This is an optimization exercise on Yosys and OpenROAD, whose aim is small area, a short achievable clock period and few clock cycles, not a production implementation. Function was checked by simulation only, so behaviour that the tests miss may differ from the original. Power and IR drop assume default switching activity.

===== flow/run.sh =====
#!/bin/bash
# synth_recipe.tcl (not shown) runs the flow's synth.tcl, then flattens the netlist and writes it again
# the make line also repeats each setting of config.mk as NAME=value (left out here)
make -C /OpenROAD-flow-scripts/flow DESIGN_CONFIG=/design/flow/config.mk WORK_HOME=/design/flow/orfs CLKGATE_MAP_FILE= SYNTH_SCRIPT=/design/flow/synth_recipe.tcl finish

===== flow/config.mk =====
export PLATFORM = sky130hd
export DESIGN_NAME = RV32i_top
export DESIGN_NICKNAME = RV32i_top
export VERILOG_FILES = /design/flow/design.v
export SDC_FILE = /design/flow/constraint.sdc
export NUM_CORES = 8
export LEC_CHECK = 0
export CAP_MARGIN = 20
export CORE_MARGIN = 2
export CORE_UTILIZATION = 40
export SLEW_MARGIN = 20

===== flow/design.v =====
package RV32i_pkg;
  localparam logic [6 : 0] RV32I_R_INSTR = 7'b0110011;
  localparam logic [6 : 0] RV32I_I_INSTR_JALR = 7'b1100111;
  localparam logic [6 : 0] RV32I_I_INSTR_LOAD = 7'b0000011;
  localparam logic [6 : 0] RV32I_I_INSTR_OPER = 7'b0010011;
  localparam logic [6 : 0] RV32I_I_INSTR_FENCE = 7'b0001111;
  localparam logic [6 : 0] RV32I_I_INSTR_ENVCSR = 7'b1110011;
  localparam logic [6 : 0] RV32I_S_INSTR = 7'b0100011;
  localparam logic [6 : 0] RV32I_B_INSTR = 7'b1100011;
  localparam logic [6 : 0] RV32I_U_INSTR_LUI = 7'b0110111;
  localparam logic [6 : 0] RV32I_U_INSTR_AUIPC = 7'b0010111;
  localparam logic [6 : 0] RV32I_J_INSTR = 7'b1101111;
  localparam logic [6 : 0] RV32I_FUNCT7_ADD = 7'b0000000;
  localparam logic [6 : 0] RV32I_FUNCT7_SUB = 7'b0100000;
  localparam logic [6 : 0] RV32I_FUNCT7_SLL = 7'b0000000;
  localparam logic [6 : 0] RV32I_FUNCT7_SLT = 7'b0000000;
  localparam logic [6 : 0] RV32I_FUNCT7_SLTU = 7'b0000000;
  localparam logic [6 : 0] RV32I_FUNCT7_XOR = 7'b0000000;
  localparam logic [6 : 0] RV32I_FUNCT7_SRL = 7'b0000000;
  localparam logic [6 : 0] RV32I_FUNCT7_SRA = 7'b0100000;
  localparam logic [6 : 0] RV32I_FUNCT7_OR = 7'b0000000;
  localparam logic [6 : 0] RV32I_FUNCT7_AND = 7'b0000000;
  localparam logic [1 : 0] ALU_OP_COPY = 2'b11;   
  localparam logic [1 : 0] ALU_OP_FUNCT = 2'b10;   
  localparam logic [1 : 0] ALU_OP_SUB = 2'b01;   
  localparam logic [1 : 0] ALU_OP_ADD = 2'b00;   
  localparam logic [2 : 0] IMM12_SIGEXTD_I = 3'b000;
  localparam logic [2 : 0] IMM12_SIGEXTD_S = 3'b001;
  localparam logic [2 : 0] IMM12_SIGEXTD_SB = 3'b010;
  localparam logic [2 : 0] IMM20_UNSIGN_U = 3'b011;
  localparam logic [2 : 0] IMM20_UNSIGN_UJ = 3'b100;
  localparam logic [2 : 0] RV32I_FUNCT3_ADD = 3'b000;
  localparam logic [2 : 0] RV32I_FUNCT3_JALR = 3'b000;
  localparam logic [2 : 0] RV32I_FUNCT3_SUB = 3'b000;
  localparam logic [2 : 0] RV32I_FUNCT3_SLL = 3'b001;
  localparam logic [2 : 0] RV32I_FUNCT3_SLT = 3'b010;
  localparam logic [2 : 0] RV32I_FUNCT3_SLTU = 3'b011;
  localparam logic [2 : 0] RV32I_FUNCT3_XOR = 3'b100;
  localparam logic [2 : 0] RV32I_FUNCT3_SR = 3'b101;
  localparam logic [2 : 0] RV32I_FUNCT3_OR = 3'b110;
  localparam logic [2 : 0] RV32I_FUNCT3_AND = 3'b111;
  localparam logic [2 : 0] RV32I_FUNCT3_BEQ = 3'b000;
  localparam logic [2 : 0] RV32I_FUNCT3_BNE = 3'b001;
  localparam logic [2 : 0] RV32I_FUNCT3_BLT = 3'b100;
  localparam logic [2 : 0] RV32I_FUNCT3_BGE = 3'b101;
  localparam logic [2 : 0] RV32I_FUNCT3_BLTU = 3'b110;
  localparam logic [2 : 0] RV32I_FUNCT3_BGEU = 3'b111;
  localparam logic [2 : 0] RV32I_FUNCT3_LS_BYTE = 3'b000;
  localparam logic [2 : 0] RV32I_FUNCT3_LS_HALFWORD = 3'b001;
  localparam logic [2 : 0] RV32I_FUNCT3_LS_WORD = 3'b010;
  localparam logic [2 : 0] RV32I_FUNCT3_LBU = 3'b100;
  localparam logic [2 : 0] RV32I_FUNCT3_LHU = 3'b101;
  localparam logic [2 : 0] RV32I_FUNCT3_ENV = 3'b000;
  localparam logic [2 : 0] RV32I_FUNCT3_FENCE = 3'b000;
  localparam logic [2 : 0] RV32I_FUNCT3_FENCE_I = 3'b001;
  localparam logic [2 : 0] RV32I_FUNCT3_CSRRW = 3'b001;
  localparam logic [2 : 0] RV32I_FUNCT3_CSRRS = 3'b010;
  localparam logic [2 : 0] RV32I_FUNCT3_CSRRC = 3'b011;
  localparam logic [2 : 0] RV32I_FUNCT3_CSRRWI = 3'b101;
  localparam logic [2 : 0] RV32I_FUNCT3_CSRRSI = 3'b110;
  localparam logic [2 : 0] RV32I_FUNCT3_CSRRCI = 3'b111;
  localparam logic [3 : 0] ALU_ADD = 4'h1;
  localparam logic [3 : 0] ALU_SUB = 4'h2;
  localparam logic [3 : 0] ALU_AND = 4'h3;
  localparam logic [3 : 0] ALU_XOR = 4'h4;
  localparam logic [3 : 0] ALU_OR = 4'h5;
  localparam logic [3 : 0] ALU_SLT = 4'h6;
  localparam logic [3 : 0] ALU_SLTU = 4'h7;
  localparam logic [3 : 0] ALU_SLLV = 4'h8;
  localparam logic [3 : 0] ALU_SRLV = 4'h9;
  localparam logic [3 : 0] ALU_SRAV = 4'hA;
  localparam logic [3 : 0] ALU_COPY_RS1 = 4'hB;
  localparam logic [3 : 0] ALU_X = 4'h0;
  localparam logic [1 : 0] SEL_OP1_RS1 = 2'b00;
  localparam logic [1 : 0] SEL_OP1_IMM = 2'b01;
  localparam logic [1 : 0] SEL_OP1_PC = 2'b10;
  localparam logic [1 : 0] SEL_OP1_X = 2'b11;
  localparam logic SEL_OP2_RS2 = 1'b0;
  localparam logic SEL_OP2_IMM = 1'b1;
  localparam logic [1 : 0] SEL_WB_ALU = 2'b00;
  localparam logic [1 : 0] SEL_WB_MEM = 2'b01;
  localparam logic [1 : 0] SEL_WB_PC_PLUS_4  = 2'b10;
  localparam logic [1 : 0] SEL_ALU_TO_REG = 2'b00;
  localparam logic [1 : 0] SEL_MEM_TO_REG = 2'b01;
  localparam logic [1 : 0] SEL_PC_PLUS4_TO_REG = 2'b10;
  localparam logic [1 : 0] SEL_CSR_TO_REG = 2'b11;
  localparam logic [2 : 0] SEL_PC_PLUS_4 = 3'b000;  
  localparam logic [2 : 0] SEL_PC_JAL = 3'b001;     
  localparam logic [2 : 0] SEL_PC_JALR = 3'b010;    
  localparam logic [2 : 0] SEL_PC_BRANCH = 3'b011;  
  localparam logic [2 : 0] SEL_PC_EXCEPTION = 3'b111;   
  localparam logic WE_0 = 1'b0;
  localparam logic WE_1 = 1'b1;
  localparam logic RE_0 = 1'b0;
  localparam logic RE_1 = 1'b1;
endpackage
module alu (
    input [3:0] func_i,
    input signed [31:0] op1_i,
    input signed [31:0] op2_i,
    output signed [31:0] d_o,
    output zero_o,
    output lt_o
);
  logic [31:0] d_w;
  always_comb begin
    case (func_i)
      1:  d_w = op1_i + op2_i;   
      2:  d_w = op1_i - op2_i;   
      3:  d_w = op1_i & op2_i;   
      4:  d_w = op1_i ^ op2_i;   
      5:  d_w = op1_i | op2_i;   
      6:  d_w = {31'b0, op1_i < op2_i};   
      7:  d_w = {31'b0, $unsigned(op1_i) < $unsigned(op2_i)};   
      8:  d_w = op1_i << op2_i[4:0];   
      9:  d_w = op1_i >> op2_i[4:0];   
      10: d_w = op1_i >>> op2_i[4:0];   
      11: d_w = op1_i;   
      12: d_w = 32'h0;
      default: d_w = 32'h0;
    endcase   
  end
  assign zero_o = (d_w == 32'h0) ? 1'b1 : 1'b0;
  assign lt_o = ($signed(d_w) < $signed(32'h0)) ? 1'b1 : 1'b0;
  assign d_o = d_w;
endmodule
module regfile (
    input logic clk_i,
    input logic we_i,
    input logic [4:0] rd_add_i,
    input logic [4:0] rs1_add_i,
    input logic [4:0] rs2_add_i,
    input logic [31:0] rd_data_i,
    output logic [31:0] rs1_data_o,
    output logic [31:0] rs2_data_o
);
  logic [31:0] register_r[0:31];
  assign rs1_data_o = (rs1_add_i != 5'b0)? register_r[rs1_add_i] :0;
  assign rs2_data_o = (rs2_add_i != 5'b0)? register_r[rs2_add_i] :0;
  always_ff @(posedge clk_i) begin
    if (we_i) begin
      if (rd_add_i != 5'b0) register_r[rd_add_i] <= rd_data_i;
    end
  end
endmodule
import RV32i_pkg::*;
module RV32i_datapath (
    input logic clk_i,
    input logic resetn_i,
    input logic stall_i,
    input logic [2:0] pc_next_sel_i,
    input logic [3:0] alu_control_i,
    input logic reg_we_i,
    input logic [1:0] alu_src1_i,
    input logic alu_src2_i,
    input logic [2:0] imm_gen_sel_i,
    input logic [1:0] wb_sel_i,
    input logic [4:0] rd_add_i,
    input logic fetch_nop_i,  
    input logic dec_nop_i,  
    input logic imem_valid_i,  
    output logic [31:0] instruction_o,
    output logic alu_zero_o,
    output logic alu_lt_o,
    output logic[31:0]imem_add_o,
    input logic[31:0] imem_data_i,
    output logic[31:0]dmem_add_o,
    input logic[31:0] dmem_do_i,
    output logic[31:0] dmem_di_o,
    output logic [3:0] dmem_ble_o
);
  logic [31:0] pc_counter_r, pc_counter_dec_r, pc_next_w, pc_plus4_w;
  logic [31:0] pc_counter_exec_r, pc_counter_mem_r, pc_counter_wb_r;
  logic[31:0] pc_j_target_w,pc_jr_target_w,pc_br_target_w,pc_br_target_r;
  logic [31:0] inst_w;
  logic [ 2:0] func3_w;
  logic [ 4:0] rs1_add_w;
  logic [ 4:0] rs2_add_w;
  logic [ 4:0] rd_add_w;
  logic [6:0] opcode_w,func7_w;
  logic [31:0] rs1_data_w, rs2_data_w;
  logic [31:0] imm_w;
  logic [31:0] wb_data_w;
  logic [31:0] alu_op1_data_w, alu_op2_data_w, alu_do_w;
  logic [3:0] ble_w;
  logic rdu_w;
  logic [31:0] rd_shifter_do_w, wr_shifter_di_w;
  logic [1:0] dmem_add_lsb_w;
  logic [31:0] inst_r,pc_plus4_r;
  logic [4:0] rs1_add_r, rs2_add_r;
  logic [4:0] rd_add_dec_r;
  logic [6:0] opcode_r,func7_dec_r;
  logic [31:0] alu_op1_data_r, alu_op2_data_r, rs2_data_r;
  logic [31:0] dmem_add_r, dmem_di_r, alu_do_r, rd_shifter_do_r;
  logic [3:0] dmem_ble_r;
  logic [2:0] func3_dec_r,func3_exec_r,func3_mem_r;
  assign pc_plus4_w = pc_counter_r + 4;
  assign pc_j_target_w = pc_counter_dec_r + imm_w;
  assign pc_br_target_w = pc_counter_dec_r + imm_w;
  assign pc_jr_target_w = (rs1_data_w + imm_w) & 32'hFFFF_FFFE;
  always_comb begin : pc_next_comb 
    case (pc_next_sel_i)
      SEL_PC_PLUS_4: pc_next_w = pc_plus4_w;
      SEL_PC_JAL: pc_next_w = pc_j_target_w;
      SEL_PC_JALR: pc_next_w = pc_jr_target_w;
      SEL_PC_BRANCH :pc_next_w = pc_br_target_r;
      default: pc_next_w = pc_plus4_w;
    endcase
  end
   always_ff @(posedge clk_i, negedge resetn_i) begin : program_counter
    if (resetn_i == 1'b0) pc_counter_r <= 0;
    else
      begin
        if ((stall_i == 1'b0) && (imem_valid_i == 1'b1))  
          pc_counter_r <= pc_next_w; 
      end 
  end
  assign inst_w = (fetch_nop_i == 1'b0) ? imem_data_i : 32'h00000013;  
  assign opcode_w  = inst_w[6:0];
  assign func3_w =inst_w[14:12];
  assign rs1_add_w = inst_w[19:15];
  assign rs2_add_w = inst_w[24:20];
  assign func7_w =inst_w[31:25];
  always_ff @(posedge clk_i or negedge resetn_i) begin : dec_stage
  if(resetn_i == 1'b0)
    begin
      opcode_r<=0;
      rd_add_dec_r<=0;
      func3_dec_r<=0;
      rs1_add_r<=0;
      rs2_add_r<=0;
      func7_dec_r<=0;
      pc_counter_dec_r <=0;
      pc_plus4_r <=0;
    end
  else
    begin
      if((stall_i == 1'b0) && (imem_valid_i == 1'b1))  
      begin
        opcode_r<= opcode_w;
        rd_add_dec_r<=inst_w[11:7];
        func3_dec_r<=func3_w;
        rs1_add_r<=rs1_add_w;
        rs2_add_r<=rs2_add_w;
        func7_dec_r<=func7_w;
        pc_counter_dec_r <= pc_counter_r;
        pc_plus4_r <=pc_plus4_w;
      end
    end 
  end
  assign inst_r={func7_dec_r, rs2_add_r,rs1_add_r,func3_dec_r,rd_add_dec_r,opcode_r};
  assign rd_add_w=rd_add_i;
  assign instruction_o= inst_r;
  always_comb begin : alu_src1_mux_comb
    case (alu_src1_i)
      SEL_OP1_RS1: alu_op1_data_w = rs1_data_w;
      SEL_OP1_IMM: alu_op1_data_w = imm_w;
      SEL_OP1_PC: alu_op1_data_w = pc_counter_dec_r;
      default: alu_op1_data_w = 0;
    endcase
  end
  always_comb begin : alu_src2_mux_comb
    case (alu_src2_i)
      SEL_OP2_RS2: alu_op2_data_w = rs2_data_w;
      SEL_OP2_IMM: alu_op2_data_w = imm_w;
      default: alu_op2_data_w = 0;
    endcase
  end
  always_comb begin : imm_generator
    case (imm_gen_sel_i)
      IMM20_UNSIGN_U: imm_w = {inst_r[31:12], 12'b0};
      IMM12_SIGEXTD_I: imm_w = {{20{inst_r[31]}}, inst_r[31:20]};
      IMM12_SIGEXTD_S:
      imm_w = {{20{inst_r[31]}}, {inst_r[31:25], inst_r[11:7]}};
      IMM12_SIGEXTD_SB:
      imm_w = {
        {20{inst_r[31]}}, inst_r[7], inst_r[30:25], inst_r[11:8], 1'b0
      };
      IMM20_UNSIGN_UJ:
      imm_w = {
        {12{inst_r[31]}}, inst_r[19:12], inst_r[20], inst_r[30:21], 1'b0
      };
      default: imm_w = 0;
    endcase
  end
always_ff @(posedge clk_i or negedge resetn_i) begin : exec_stage
    if (resetn_i == 1'b0) begin
        alu_op1_data_r <= 0;
        alu_op2_data_r <= 0;
        rs2_data_r <= 0;
        func3_exec_r <= 0;
        pc_br_target_r <= 0;
        pc_counter_exec_r <= 0;
    end else if (imem_valid_i) begin   
        if (dec_nop_i == 1'b1) begin   
            alu_op1_data_r <= 0;
            alu_op2_data_r <= 0;
            rs2_data_r <= 0;
            func3_exec_r <= 0;
            pc_br_target_r <= pc_br_target_w;
            pc_counter_exec_r <= pc_counter_dec_r;
        end else begin
            alu_op1_data_r <= alu_op1_data_w;
            alu_op2_data_r <= alu_op2_data_w;
            rs2_data_r <= rs2_data_w;
            func3_exec_r <= func3_dec_r;
            pc_br_target_r <= pc_br_target_w;
            pc_counter_exec_r <= pc_counter_dec_r;
        end
    end
end
  assign dmem_add_lsb_w = alu_do_w[1:0];
  always_comb begin : byte_enable_comb
    case (func3_exec_r[1:0])
      2'b00: begin
        unique case (dmem_add_lsb_w)
          2'b00: ble_w = 4'b0001;
          2'b01: ble_w = 4'b0010;
          2'b10: ble_w = 4'b0100;
          2'b11: ble_w = 4'b1000;
        endcase
      end
      2'b01: begin
        unique case (dmem_add_lsb_w)
          2'b00: ble_w = 4'b0011;
          2'b01: ble_w = 4'b0011;
          2'b10: ble_w = 4'b1100;
          2'b11: ble_w = 4'b1100;
        endcase
      end
      2'b10:   ble_w = 4'b1111;
      default: ble_w = 4'b1111;
    endcase
  end
  assign rdu_w = func3_mem_r[2];
  always_comb begin : rd_shifter_comb
    case (dmem_ble_r)
      4'b1111: rd_shifter_do_w = dmem_do_i;
      4'b0001: begin
        if (rdu_w == 1'b1) rd_shifter_do_w = {{24{1'b0}}, dmem_do_i[7:0]};
        else rd_shifter_do_w = {{24{dmem_do_i[7]}}, dmem_do_i[7:0]};
      end
      4'b0010: begin
        if (rdu_w == 1'b1) rd_shifter_do_w = {{24{1'b0}}, dmem_do_i[15:8]};
        else rd_shifter_do_w = {{24{dmem_do_i[15]}}, dmem_do_i[15:8]};
      end
      4'b0100: begin
        if (rdu_w == 1'b1) rd_shifter_do_w = {{24{1'b0}}, dmem_do_i[23:16]};
        else rd_shifter_do_w = {{24{dmem_do_i[23]}}, dmem_do_i[23:16]};
      end
      4'b1000: begin
        if (rdu_w == 1'b1) rd_shifter_do_w = {{24{1'b0}}, dmem_do_i[31:24]};
        else rd_shifter_do_w = {{24{dmem_do_i[31]}}, dmem_do_i[31:24]};
      end
      4'b0011: begin
        if (rdu_w == 1'b1) rd_shifter_do_w = {{16{1'b0}}, dmem_do_i[15:0]};
        else rd_shifter_do_w = {{16{dmem_do_i[15]}}, dmem_do_i[15:0]};
      end
      4'b1100: begin
        if (rdu_w == 1'b1) rd_shifter_do_w = {{16{1'b0}}, dmem_do_i[31:16]};
        else rd_shifter_do_w = {{16{dmem_do_i[31]}}, dmem_do_i[31:16]};
      end
      default: rd_shifter_do_w = 32'b0;
    endcase
  end
  always_comb begin : wr_shifter_comb
        case (ble_w)
      4'b1111: wr_shifter_di_w = rs2_data_r;
      4'b0001: begin
        wr_shifter_di_w = {24'b0, rs2_data_r[7:0]};
      end
      4'b0010: begin
        wr_shifter_di_w = {16'b0, rs2_data_r[7:0],8'b0};
      end
      4'b0100: begin
        wr_shifter_di_w = {8'b0, rs2_data_r[7:0],16'b0};
      end
      4'b1000: begin
        wr_shifter_di_w = {rs2_data_r[7:0],24'b0};
      end
      4'b0011: begin
        wr_shifter_di_w = {16'b0, rs2_data_r[15:0]};
      end
      4'b1100: begin
        wr_shifter_di_w ={rs2_data_r[15:0],16'b0};
      end
      default: wr_shifter_di_w = 32'b0;
    endcase
  end
  alu alu_inst (
      .func_i(alu_control_i),
      .op1_i(alu_op1_data_r),
      .op2_i(alu_op2_data_r),
      .d_o(alu_do_w),
      .zero_o(alu_zero_o),
      .lt_o(alu_lt_o)
  );
  regfile regfile_inst (
      .clk_i(clk_i),
      .we_i(reg_we_i),
      .rd_add_i(rd_add_w),
      .rs1_add_i(rs1_add_r),
      .rs2_add_i(rs2_add_r),
      .rd_data_i(wb_data_w),
      .rs1_data_o(rs1_data_w),
      .rs2_data_o(rs2_data_w)
  );
assign imem_add_o={pc_counter_r[13:2],2'b00};
always_ff @(posedge clk_i, negedge resetn_i) begin : mem_stage
    if (resetn_i == 1'b0) begin
        dmem_add_r <= 32'b0;
        dmem_di_r <= 32'b0;
        dmem_ble_r <= 4'b0;
        func3_mem_r <= 3'b0;
        pc_counter_mem_r <= 32'b0;
    end else if (imem_valid_i) begin   
        dmem_add_r <= alu_do_w;
        dmem_di_r <= wr_shifter_di_w;
        dmem_ble_r <= ble_w;
        func3_mem_r <= func3_exec_r;
        pc_counter_mem_r <= pc_counter_exec_r;
    end
end
assign dmem_di_o=dmem_di_r;
assign dmem_ble_o=dmem_ble_r;
assign dmem_add_o=dmem_add_r;
  always_comb begin : wb_mux
    case (wb_sel_i)
      SEL_WB_ALU: wb_data_w = alu_do_r;
      SEL_WB_MEM: wb_data_w = rd_shifter_do_r;
      SEL_WB_PC_PLUS_4: wb_data_w = pc_counter_wb_r + 4;
      default: wb_data_w = 0;
    endcase
  end
always_ff @(posedge clk_i, negedge resetn_i) begin : wb_stage
    if (resetn_i == 1'b0) begin
        rd_shifter_do_r <= 32'b0;
        alu_do_r <= 32'b0;
        pc_counter_wb_r <= 32'h0;
    end else if (imem_valid_i) begin   
        rd_shifter_do_r <= rd_shifter_do_w;
        alu_do_r <= dmem_add_r;
        pc_counter_wb_r <= pc_counter_mem_r;
    end
end
endmodule   
import RV32i_pkg::*;
module RV32i_controlpath (
    input logic clk_i,
    input logic resetn_i,
    input logic [31:0] instruction_i,
    input logic alu_zero_i,
    input logic alu_lt_i,
    input logic imem_valid_i,  
    output logic [2:0] pc_next_sel_o,
    output logic reg_we_o,
    output logic mem_we_o,
    output logic mem_re_o,
    output logic [1:0] alu_src1_o,
    output logic alu_src2_o,
    output logic [2:0] imm_gen_sel_o,
    output logic [3:0] alu_control_o,
    output logic [1:0] wb_sel_o,
    output logic fetch_nop_o,  
    output logic dec_nop_o,  
    output logic [4:0] rd_add_o,
    output logic stall_o
);
  logic branch_taken_w;
  logic stall_w;
  logic [6:0] opcode_dec_w, opcode_exec_w, opcode_mem_w, opcode_wb_w;
  logic [6:0] func7_exec_w;
  logic [2:0] func3_exec_w;
  logic [9:0] func10_exec_w;
  logic [31:0] inst_dec_r, inst_exec_r, inst_mem_r, inst_wb_r;
  logic [4:0] rd_add_dec_w, rd_add_exec_w, rd_add_mem_w, rd_add_wb_w, rs1_dec_w, rs2_dec_w;
  logic uses_rs1_flag, uses_rs2_flag, writes_rd_flag; 
  logic jump_taken_w;  
  assign rs1_dec_w = instruction_i[19:15];
  assign rs2_dec_w = instruction_i[24:20];
  assign rd_add_dec_w = instruction_i[11:7];
  assign inst_dec_r =((stall_w == 1'b1)||(branch_taken_w == 1'b1)) ? 32'h00000013 : instruction_i;  
  assign opcode_dec_w = instruction_i[6:0];
  always_comb begin : pc_next_sel_comb
    if (branch_taken_w == 1'b1) pc_next_sel_o = SEL_PC_BRANCH;
    else begin
      case (opcode_dec_w)
        RV32I_I_INSTR_JALR: pc_next_sel_o = SEL_PC_JALR;
        RV32I_J_INSTR: pc_next_sel_o = SEL_PC_JAL;
        default: pc_next_sel_o = SEL_PC_PLUS_4;
      endcase
    end
  end
  always_comb begin : alu_src1_comb
    case (opcode_dec_w)
      RV32I_U_INSTR_LUI: alu_src1_o = SEL_OP1_IMM;
      RV32I_U_INSTR_AUIPC: alu_src1_o = SEL_OP1_PC;
      default: alu_src1_o = SEL_OP1_RS1;
    endcase
  end
  always_comb begin : alu_src2_comb
    case (opcode_dec_w)
      RV32I_I_INSTR_OPER: alu_src2_o = SEL_OP2_IMM;
      RV32I_I_INSTR_LOAD: alu_src2_o = SEL_OP2_IMM;
      RV32I_U_INSTR_AUIPC: alu_src2_o = SEL_OP2_IMM;
      RV32I_S_INSTR: alu_src2_o = SEL_OP2_IMM;
      default: alu_src2_o = SEL_OP2_RS2;
    endcase
  end
  always_comb begin : imm_gen_sel_comb
    case (opcode_dec_w)
      RV32I_I_INSTR_OPER: imm_gen_sel_o = IMM12_SIGEXTD_I;
      RV32I_I_INSTR_LOAD: imm_gen_sel_o = IMM12_SIGEXTD_I;
      RV32I_I_INSTR_JALR: imm_gen_sel_o = IMM12_SIGEXTD_I;
      RV32I_U_INSTR_LUI: imm_gen_sel_o = IMM20_UNSIGN_U;
      RV32I_U_INSTR_AUIPC: imm_gen_sel_o = IMM20_UNSIGN_U;
      RV32I_B_INSTR: imm_gen_sel_o = IMM12_SIGEXTD_SB;
      RV32I_S_INSTR: imm_gen_sel_o = IMM12_SIGEXTD_S;
      RV32I_J_INSTR: imm_gen_sel_o = IMM20_UNSIGN_UJ;
      default: imm_gen_sel_o = IMM12_SIGEXTD_I;
    endcase
  end
always_ff @(posedge clk_i or negedge resetn_i) begin : exec_stage
    if (resetn_i == 1'b0) begin
        inst_exec_r <= 32'h0;
    end else if (imem_valid_i) begin   
        inst_exec_r <= inst_dec_r;
    end
end
  assign rd_add_exec_w = inst_exec_r[11:7];
  assign opcode_exec_w = inst_exec_r[6:0];
  assign func7_exec_w  = inst_exec_r[31:25];
  assign func3_exec_w  = inst_exec_r[14:12];
  assign func10_exec_w = {func7_exec_w, func3_exec_w};
  always_comb begin : alu_control_comb
    alu_control_o = ALU_X;
    case (opcode_exec_w)
      RV32I_R_INSTR: begin
        case (func10_exec_w)
          {RV32I_FUNCT7_ADD, RV32I_FUNCT3_ADD} : alu_control_o = ALU_ADD;
          {RV32I_FUNCT7_SUB, RV32I_FUNCT3_SUB} : alu_control_o = ALU_SUB;
          {RV32I_FUNCT7_XOR, RV32I_FUNCT3_XOR} : alu_control_o = ALU_XOR;
          {RV32I_FUNCT7_OR, RV32I_FUNCT3_OR} : alu_control_o = ALU_OR;
          {RV32I_FUNCT7_AND, RV32I_FUNCT3_AND} : alu_control_o = ALU_AND;
          {RV32I_FUNCT7_SLL, RV32I_FUNCT3_SLL} : alu_control_o = ALU_SLLV;
          {RV32I_FUNCT7_SRL, RV32I_FUNCT3_SR} : alu_control_o = ALU_SRLV;
          {RV32I_FUNCT7_SRA, RV32I_FUNCT3_SR} : alu_control_o = ALU_SRAV;
          {RV32I_FUNCT7_SLT, RV32I_FUNCT3_SLT} : alu_control_o = ALU_SLT;
          {RV32I_FUNCT7_SLTU, RV32I_FUNCT3_SLTU} : alu_control_o = ALU_SLTU;
          default: alu_control_o = ALU_X;
        endcase
      end
      RV32I_I_INSTR_OPER: begin
        case (func3_exec_w)
          RV32I_FUNCT3_ADD: alu_control_o = ALU_ADD;
          RV32I_FUNCT3_XOR: alu_control_o = ALU_XOR;
          RV32I_FUNCT3_OR: alu_control_o = ALU_OR;
          RV32I_FUNCT3_AND: alu_control_o = ALU_AND;
          RV32I_FUNCT3_SLL: alu_control_o = ALU_SLLV;
          RV32I_FUNCT3_SLT: alu_control_o = ALU_SLT;
          RV32I_FUNCT3_SLTU: alu_control_o = ALU_SLTU;
          RV32I_FUNCT3_SR: begin
            if (func7_exec_w == RV32I_FUNCT7_SRL) alu_control_o = ALU_SRLV;
            else if (func7_exec_w == RV32I_FUNCT7_SRA) alu_control_o = ALU_SRAV;
          end
          RV32I_FUNCT3_SR: alu_control_o = ALU_SRAV;
          default: alu_control_o = ALU_X;
        endcase
      end
      RV32I_U_INSTR_LUI: alu_control_o = ALU_COPY_RS1;
      RV32I_B_INSTR: begin
        case (func3_exec_w)
          RV32I_FUNCT3_BEQ: alu_control_o = ALU_SUB;
          RV32I_FUNCT3_BNE: alu_control_o = ALU_SUB;
          RV32I_FUNCT3_BLT: alu_control_o = ALU_SLT;
          RV32I_FUNCT3_BGE: alu_control_o = ALU_SLT;
          RV32I_FUNCT3_BLTU: alu_control_o = ALU_SLTU;
          RV32I_FUNCT3_BGEU: alu_control_o = ALU_SLTU;
          default: alu_control_o = ALU_SUB;
        endcase
      end
      RV32I_U_INSTR_AUIPC: alu_control_o = ALU_ADD;
      RV32I_I_INSTR_LOAD: alu_control_o = ALU_ADD;
      RV32I_S_INSTR: alu_control_o = ALU_ADD;
      RV32I_I_INSTR_LOAD: alu_control_o = ALU_ADD;
      RV32I_I_INSTR_JALR: alu_control_o = ALU_ADD;
      default: alu_control_o = ALU_X;
    endcase
  end
  always_comb begin : branch_taken_comb
    case (opcode_exec_w)
      RV32I_B_INSTR:
      case (func3_exec_w)
        RV32I_FUNCT3_BEQ: begin
          if (alu_zero_i == 1'b1) branch_taken_w = 1'b1;
          else branch_taken_w = 1'b0;
        end
        RV32I_FUNCT3_BNE: begin
          if (alu_zero_i == 1'b0) branch_taken_w = 1'b1;
          else branch_taken_w = 1'b0;
        end
        RV32I_FUNCT3_BLT: begin
          if (alu_zero_i == 1'b0) branch_taken_w = 1'b1;
          else branch_taken_w = 1'b0;
        end
        RV32I_FUNCT3_BGE: begin
          if (alu_zero_i == 1'b1) branch_taken_w = 1'b1;
          else branch_taken_w = 1'b0;
        end
        RV32I_FUNCT3_BLTU: begin
          if (alu_zero_i == 1'b0) branch_taken_w = 1'b1;
          else branch_taken_w = 1'b0;
        end
        RV32I_FUNCT3_BGEU: begin
          if (alu_zero_i == 1'b1) branch_taken_w = 1'b1;
          else branch_taken_w = 1'b0;
        end
        default: branch_taken_w = 1'b0;
      endcase
      default: branch_taken_w = 1'b0;
    endcase
  end
always_ff @(posedge clk_i or negedge resetn_i) begin : mem_stage
    if (resetn_i == 1'b0) begin
        inst_mem_r <= 32'h0;
    end else if (imem_valid_i) begin   
        inst_mem_r <= inst_exec_r;
    end
end
  assign rd_add_mem_w = inst_mem_r[11:7];
  assign opcode_mem_w = inst_mem_r[6:0];
  always_comb begin : mem_we_comb
    case (opcode_mem_w)
      RV32I_S_INSTR: mem_we_o = WE_1;
      default: mem_we_o = WE_0;
    endcase
  end
  always_comb begin : mem_re_comb
    case (opcode_mem_w)
      RV32I_I_INSTR_LOAD: mem_re_o = RE_1;
      default: mem_re_o = RE_0;
    endcase
  end
always_ff @(posedge clk_i or negedge resetn_i) begin : wb_stage
    if (resetn_i == 1'b0) begin
        inst_wb_r <= 32'h0;
    end else if (imem_valid_i) begin   
        inst_wb_r <= inst_mem_r;
    end
end
  assign rd_add_wb_w = inst_wb_r[11:7];
  assign rd_add_o = rd_add_wb_w;
  assign opcode_wb_w = inst_wb_r[6:0];
  always_comb begin : reg_we_comb
    case (opcode_wb_w)
      RV32I_B_INSTR: reg_we_o = WE_0;
      RV32I_S_INSTR: reg_we_o = WE_0;
      RV32I_I_INSTR_FENCE: reg_we_o = WE_0;
      RV32I_I_INSTR_ENVCSR: reg_we_o = WE_0;
      RV32I_I_INSTR_JALR: reg_we_o = WE_1;
      RV32I_J_INSTR: reg_we_o = WE_1;
      default: reg_we_o = WE_1;
    endcase
  end
  always_comb begin : wb_sel_comb
    case (opcode_wb_w)
      RV32I_I_INSTR_LOAD: wb_sel_o = SEL_WB_MEM;
      RV32I_I_INSTR_JALR: wb_sel_o = SEL_WB_PC_PLUS_4;
      RV32I_J_INSTR: wb_sel_o = SEL_WB_PC_PLUS_4;
      default: wb_sel_o = SEL_WB_ALU;
    endcase
  end
  always_comb begin : jump_taken_comb
  	case (opcode_dec_w)
        	RV32I_J_INSTR: jump_taken_w = 1'b1;   
        	RV32I_I_INSTR_JALR: jump_taken_w = 1'b1;  
        	default: jump_taken_w = 1'b0;
    	endcase
  end
  always_comb begin
	uses_rs1_flag = 1'b0;
	uses_rs2_flag = 1'b0;
	writes_rd_flag = 1'b0;
	case (opcode_dec_w)
    	RV32I_R_INSTR: begin
        	uses_rs1_flag = 1'b1; 
        	uses_rs2_flag = 1'b1; 
        	writes_rd_flag = 1'b1; 
    	end
    	RV32I_I_INSTR_OPER,
    	RV32I_I_INSTR_LOAD,
    	RV32I_I_INSTR_JALR: begin
        	uses_rs1_flag = 1'b1; 
        	writes_rd_flag = 1'b1; 
    	end
    	RV32I_S_INSTR: begin
        	uses_rs1_flag = 1'b1; 
        	uses_rs2_flag = 1'b1;
    	end
    	RV32I_B_INSTR: begin
        	uses_rs1_flag = 1'b1; 
        	uses_rs2_flag = 1'b1; 
    	end
    	RV32I_U_INSTR_LUI,
    	RV32I_U_INSTR_AUIPC: begin
        	writes_rd_flag = 1'b1; 
    	end
    	RV32I_J_INSTR: begin
        	writes_rd_flag = 1'b1; 
    	end
    	RV32I_I_INSTR_FENCE,
    	RV32I_I_INSTR_ENVCSR: begin
    	end
    	default: begin
	uses_rs1_flag = 1'b0; 
        uses_rs2_flag = 1'b0; 
        writes_rd_flag = 1'b0; 
    	end
	endcase
	end
	assign stall_w =(((rs1_dec_w != 5'b00000) && (uses_rs1_flag && ((rs1_dec_w == rd_add_exec_w) || (rs1_dec_w == rd_add_mem_w) || (rs1_dec_w == rd_add_wb_w))))||((rs2_dec_w != 5'b00000) && (uses_rs2_flag && ((rs2_dec_w == rd_add_exec_w) || (rs2_dec_w == rd_add_mem_w) || (rs2_dec_w == rd_add_wb_w)))));
	assign fetch_nop_o = branch_taken_w || (jump_taken_w && !stall_w) ;
	assign dec_nop_o = branch_taken_w;
  assign stall_o = stall_w && !branch_taken_w;
endmodule
module RV32i_top (
    input logic clk_i,
    input logic resetn_i,
    input logic imem_valid_i,  
    output logic [31:0] imem_add_o,
    input logic [31:0] imem_data_i,
    output logic [31:0] dmem_add_o,
    input logic [31:0] dmem_do_i,
    output logic [31:0] dmem_di_o,
    output logic dmem_we_o,
    output logic dmem_re_o,
    output logic [3:0] dmem_ble_o
);
  logic [31:0] instruction_w;
  logic  stall_w;  
  logic [2:0] pc_next_sel_w;
  logic [3:0] alu_control_w;
  logic reg_we_w;
  logic [1:0] alu_src1_w;
  logic alu_src2_w;
  logic [2:0] imm_gen_sel_w;
  logic [1:0] wb_sel_w;
  logic [4:0] rd_add_w;
  logic alu_zero_w;
  logic alu_lt_w;
  logic fetch_nop_w;
  logic dec_nop_w;
  RV32i_datapath dp (   
      .clk_i(clk_i),
      .resetn_i(resetn_i),
      .stall_i(stall_w), 
      .pc_next_sel_i(pc_next_sel_w),
      .alu_control_i(alu_control_w),
      .reg_we_i(reg_we_w),
      .alu_src1_i(alu_src1_w),
      .alu_src2_i(alu_src2_w),
      .imm_gen_sel_i(imm_gen_sel_w),
      .wb_sel_i(wb_sel_w),
      .rd_add_i(rd_add_w),
      .imem_data_i(imem_data_i),
      .dmem_do_i(dmem_do_i),
      .fetch_nop_i(fetch_nop_w),  
      .dec_nop_i(dec_nop_w),  
      .imem_valid_i(imem_valid_i),  
      .instruction_o(instruction_w),
      .alu_zero_o(alu_zero_w),
      .alu_lt_o(alu_lt_w),
      .imem_add_o(imem_add_o),
      .dmem_add_o(dmem_add_o),
      .dmem_di_o(dmem_di_o),
      .dmem_ble_o(dmem_ble_o)
  );
  RV32i_controlpath cp (
      .clk_i(clk_i),
      .resetn_i(resetn_i),
      .instruction_i(instruction_w),
      .alu_zero_i(alu_zero_w),
      .alu_lt_i(alu_lt_w),
      .imem_valid_i(imem_valid_i),  
      .pc_next_sel_o(pc_next_sel_w),
      .reg_we_o(reg_we_w),
      .mem_we_o(dmem_we_o),
      .mem_re_o(dmem_re_o),
      .alu_src1_o(alu_src1_w),
      .alu_src2_o(alu_src2_w),
      .imm_gen_sel_o(imm_gen_sel_w),
      .alu_control_o(alu_control_w),
      .wb_sel_o(wb_sel_w),
      .rd_add_o(rd_add_w),
      .stall_o(stall_w),
      .fetch_nop_o(fetch_nop_w),  
      .dec_nop_o(dec_nop_w)  
  );
endmodule

===== flow/constraint.sdc =====
create_clock -name core_clock -period 10.0 [get_ports {clk_i}]
set_input_delay 2.0000 -clock core_clock [delete_from_list [all_inputs] [get_ports {clk_i}]]
set_output_delay 2.0000 -clock core_clock [all_outputs]
set_load 0.01 [all_outputs]

==> results.txt <==
GRT
The met3 track demand over resource in global routing is 6.34%. Entering global routing, the biggest net connects 150 pins. The number of antenna violations at the first check in global routing is 11. The met1 track demand over resource in global routing is 38.7%. The sum of overflow across all layers after global routing is 0.

The met2 track utilization from global routing is a little under half. The wire length of the first global-routing pass is 452,000 um. The most heavily used metal layer in global routing is met2. Global routing consumed, over all layers together, 29.4% of the routing resources.

The number of global-route vias before repair is 59,000.

Final layout
The register with the most flip-flops in the layout has 1,024 of them. The final core area utilization is 45.3%. The number of nets in the final layout is 6,603. The finished cells cover 0.0949 mm2. The multi-input combinational cells in the finished layout cover a total of between 0.03 and 0.04 mm2. Counting the fill cells in the layout gives 18,800. The fraction of final layout cells sized beyond drive strength 1 is 23.3%. The register with the most flip-flops in the final layout is dp.regfile_inst.register_r.

Across the whole layout, storage elements account for 0.0433 mm2. Compared with the post-synthesis result, the final layout area differs by 12.7%.

Timing
The count of final max-slew check failures is 0. At the pin with the least slew margin, the transition time is 1.21 ns. The post-route worst setup slack is 1.41 ns. Of the available clock period, the critical path in the final layout requires ~86%.

The worst relative slew slack is 19.2%. The final count of hold timing violations is 0. Adding up every negative setup slack in the final design gives 0 ns. The number of setup violations in the final report is 0. The clock tree skew after final layout is 0.0893 ns. The final critical delay including setup and external delays is 8.59 ns. The maximum achievable frequency is 116 MHz. Setup repair after global routing left no endpoint under its margin.

Floorplanning
The initial core utilization is 40.2%. The total core area is 0.209 mm2. The area enclosed by the die boundary is 0.214 mm2. The standard-cell row count is 168. The die is ~460 um tall. Pin placement for this block handled 169 I/O pins. The die is 463 um wide.

Setup path
In this run the worst setup path begins at cp.inst_exec_r[12]. For the worst flop-to-flop path, the logic depth is 19. STA classifies the critical path endpoint as a register. The startpoint-to-endpoint class of the critical path is reg -> reg. Of all nets on the critical path, the largest fanout is 26. Data on the critical path arrives at its endpoint at 9.30 ns.

The endpoint identified for the worst register-to-register timing path is dp.pc_counter_r[13]. The startpoint identified for the worst register-to-register timing path is cp.inst_exec_r[12]. The launching element type of the critical path is a register. Setup slack on the worst reg-to-reg path comes out at 1.41 ns. The data required time of the critical path is 10.70 ns.

Routing
The initial detailed-routing violation count is 8,331. The average wire per cell in the routed design is 34.4 um. In this run the remaining antenna-violating nets after routing total 0. The final routed DRC violation total is 0. The routed via count divided by cell count is 6.50. The wire length after detailed routing is 321,000 um. The first detailed-routing pass ran for 8 iterations. Summing over every cut layer, the via total after detailed routing is between 60,000 and 70,000.

Pwr
The power density over cell area is 246 mW/mm2. The worst-case IR drop observed on VDD is 0.190 mV. Summed over all cells, the static leakage comes to 33.7 nW.

CTS
The clock tree buffer depth is 3. The root buffer cell is clkbuf_16. For this design, the CTS-stage hold fixing added 0 buffers.

Gates resized during post-CTS repair numbered 0. The count of clock tree sinks is 1,526. The number of CTS-inserted buffers is 167. TritonCTS built the clock tree. The later-pin clock latency in the skew report is between 0.8 and 0.9 ns. The H-tree depth is 4.

Buffers added to address setup during post-CTS repair amount to 0. The register clock-pin slew on the reported worst setup and hold paths is 0.06 ns.

Yosys
By area the synthesized netlist is led by edfxtp_1, mux4_2, dfrtp_1. Synthesis handed over a netlist of 6,337 instances. The share of synthesized flip-flops with an asynchronous set or reset is 32.9%.

For this run, the number of Yosys warnings is 4. Sequential elements use 51.4% of the synthesized area. The top-area cell type share of the netlist area is 36.5%.

After synthesis, the most frequently instantiated cells are edfxtp_1, mux4_2, nand2_1, dfrtp_1, nor2_1. The synthesized area is roughly 0.084 mm2. The number of distinct library cell variants in the gate-level netlist after synthesis is 103. Summed over all instances, the cell type with the most area after synthesis is edfxtp_1. Yosys instantiated no cell more often than edfxtp_1. In this run, synthesis produced a sequential element count of 1,526. The synthesized area per cell is between 10 and 15 um2. For this run, the leading register cell type out of synthesis is edfxtp_1. The number of enable-type register cells in the synthesized netlist is 1,024.

Worst hold path
The worst hold-check path type is reg -> reg. The startpoint of the worst hold path is dp.pc_counter_exec_r[2]. The hold path endpoint is dp.pc_counter_mem_r[2]. Counting instances, the worst hold path has a depth of 1.

Place
The routability congestion estimate is 1.01. In this run the cell area measured after placement is 0.0893 mm2. The HPWL reported at the end of detailed placement is 214,000 um. The worst slack at placement is 1.78 ns. Input and output buffers added on the ports amount to between 100 and 150.

Run
The total of max-cap violations is 0.

Outcome
The flow ran to the end and the layout has no timing, DRC or antenna violations.
[worst max-delay path by stage]
stage	endpoint	slack, ns	cells after the start
after floorplan	dp.pc_counter_r[25]	3.55	26
after global placement	dp.pc_counter_r[13]	1.65	19
after detailed placement	dp.pc_counter_r[13]	1.78	18
after CTS	dp.pc_counter_r[13]	1.76	18
after global routing	dp.pc_counter_r[13]	1.35	19
final	dp.pc_counter_r[13]	1.41	19
[cells by family after synthesis]
logic type	count (synthesis)	share of synthesized area [%]
flip-flops	1526	51.4
AND/OR/NAND/NOR	1455	7.76
AO/OA/AOI/OAI	1359	10.9
multiplexers	1000	22.6
buffers and inverters	710	3.54
adder cells (fa/ha/maj)	164	2.47
XOR/XNOR	122	1.27
other	1	0.00445
[layout make-up]
class                      count  share of cell area [%]
sequential                  1526                    45.7
multi-input combinational   4152                    40.7
clock buffer                 208                    4.69
tap                         2805                    3.70
timing repair buffer         335                    3.23
clock inverter                97                    1.21
inverter                     190                   0.759
antenna                       12                  0.0316
[placed cells by master (no fill, tap or decap), types with 45 or more instances in the layout]
master / n
a21o_1: 56
mux2i_1: 69
mux2_2: 232
o21ai_0: 223
nand3_1: 115
xnor2_1: 69
conb_1: 52
dfrtp_1: 488
nand2_1: 632
ha_1: 160
o22ai_1: 80
inv_1: 182
a221oi_1: 48
nand2b_1: 47
o211ai_1: 53
a22o_1: 50
mux4_2: 697
a21oi_1: 305
buf_4: 173
nor3_1: 80
o2bb2ai_1: 64
a211oi_1: 45
and3_1: 47
clkbuf_16: 167
xor2_1: 53
nor2_1: 315
clkdlybuf4s50_1: 146
edfxtp_1: 1024
[power breakdown]
group / leakage [nW] / total (mW) / switching (mW) / internal, mW
logic: 15.5 / 8.10 / 5.13 / 2.96
clock network: 2.71 / 6.34 / 2.73 / 3.61
registers: 15.5 / 8.96 / 0.932 / 8.02
total: 33.7 / 23.4 / 8.79 / 14.6
[routing by layer]
| layer | share of wire [%] | up-vias |
|---|---|---|
| met4 | 6.0 | 2 |
| met5 | 0.0034 | - |
| met1 | 39 | 31600 |
| li1 | - | 24900 |
| met2 | 46 | 3424 |
| met3 | 9.3 | 698 |
[per-stage QoR]
| stage | power (mW) | instances | hold slack, ns |
|---|---|---|---|
| final | 23.4 | 9325 | 0.471 |
| after global routing | 24.2 | 9317 | 0.490 |
| after floorplan | 13.5 | 6388 | 0.439 |
| after global placement | 16.9 | 9008 | 0.457 |
| after CTS | 23.3 | 9313 | 0.473 |
| after detailed placement | 16.9 | 9008 | 0.460 |
[critical path: stages (launching register included)]
cell and delay, ns:
dfrtp_1 0.58, nand2b_1 0.58, a2111oi_0 0.31, o31ai_2 0.80, a211o_1 0.31, buf_4 0.41, o32ai_1 0.29, a311o_1 0.38
a211oi_1 0.63, nand3_1 0.16, nor4_1 0.49, nand4_1 0.23, nor4_1 0.37, nand3_1 0.40, a2111oi_2 0.64, or2_4 0.51
buf_4 0.45, mux2_1 0.38, and3b_1 0.18, a221o_1 0.26
Testbench counts, summed over its fixed seeds: cycles 127,585.

re-timing with driven ports:
How much do the figures lean on ideal ports? The routed layout below was timed once more, with nothing changed but the port constraints.
Step 1 sets driving cells, clkbuf_16 on the clock port and buf_2 on the other inputs (assumed; they add their load-dependent delay and slew).
Step 2 also shifts input and output timing later by t, the mid clock arrival at the registers, as if the neighbouring blocks saw the same clock.
a / b / c = no drivers / after step 1 / after step 2; a / b = the first two.
t (ns): 0.912
setup slack, ns: 1.406 / 1.406 / 1.406
worst slew at a driven data input, ns: 0.05
cell pins on the clock port's net: 1
After both steps this run still meets setup and hold. The setup slack of this run moves by 0.000 ns with the drivers and by 0.000 ns with both steps.
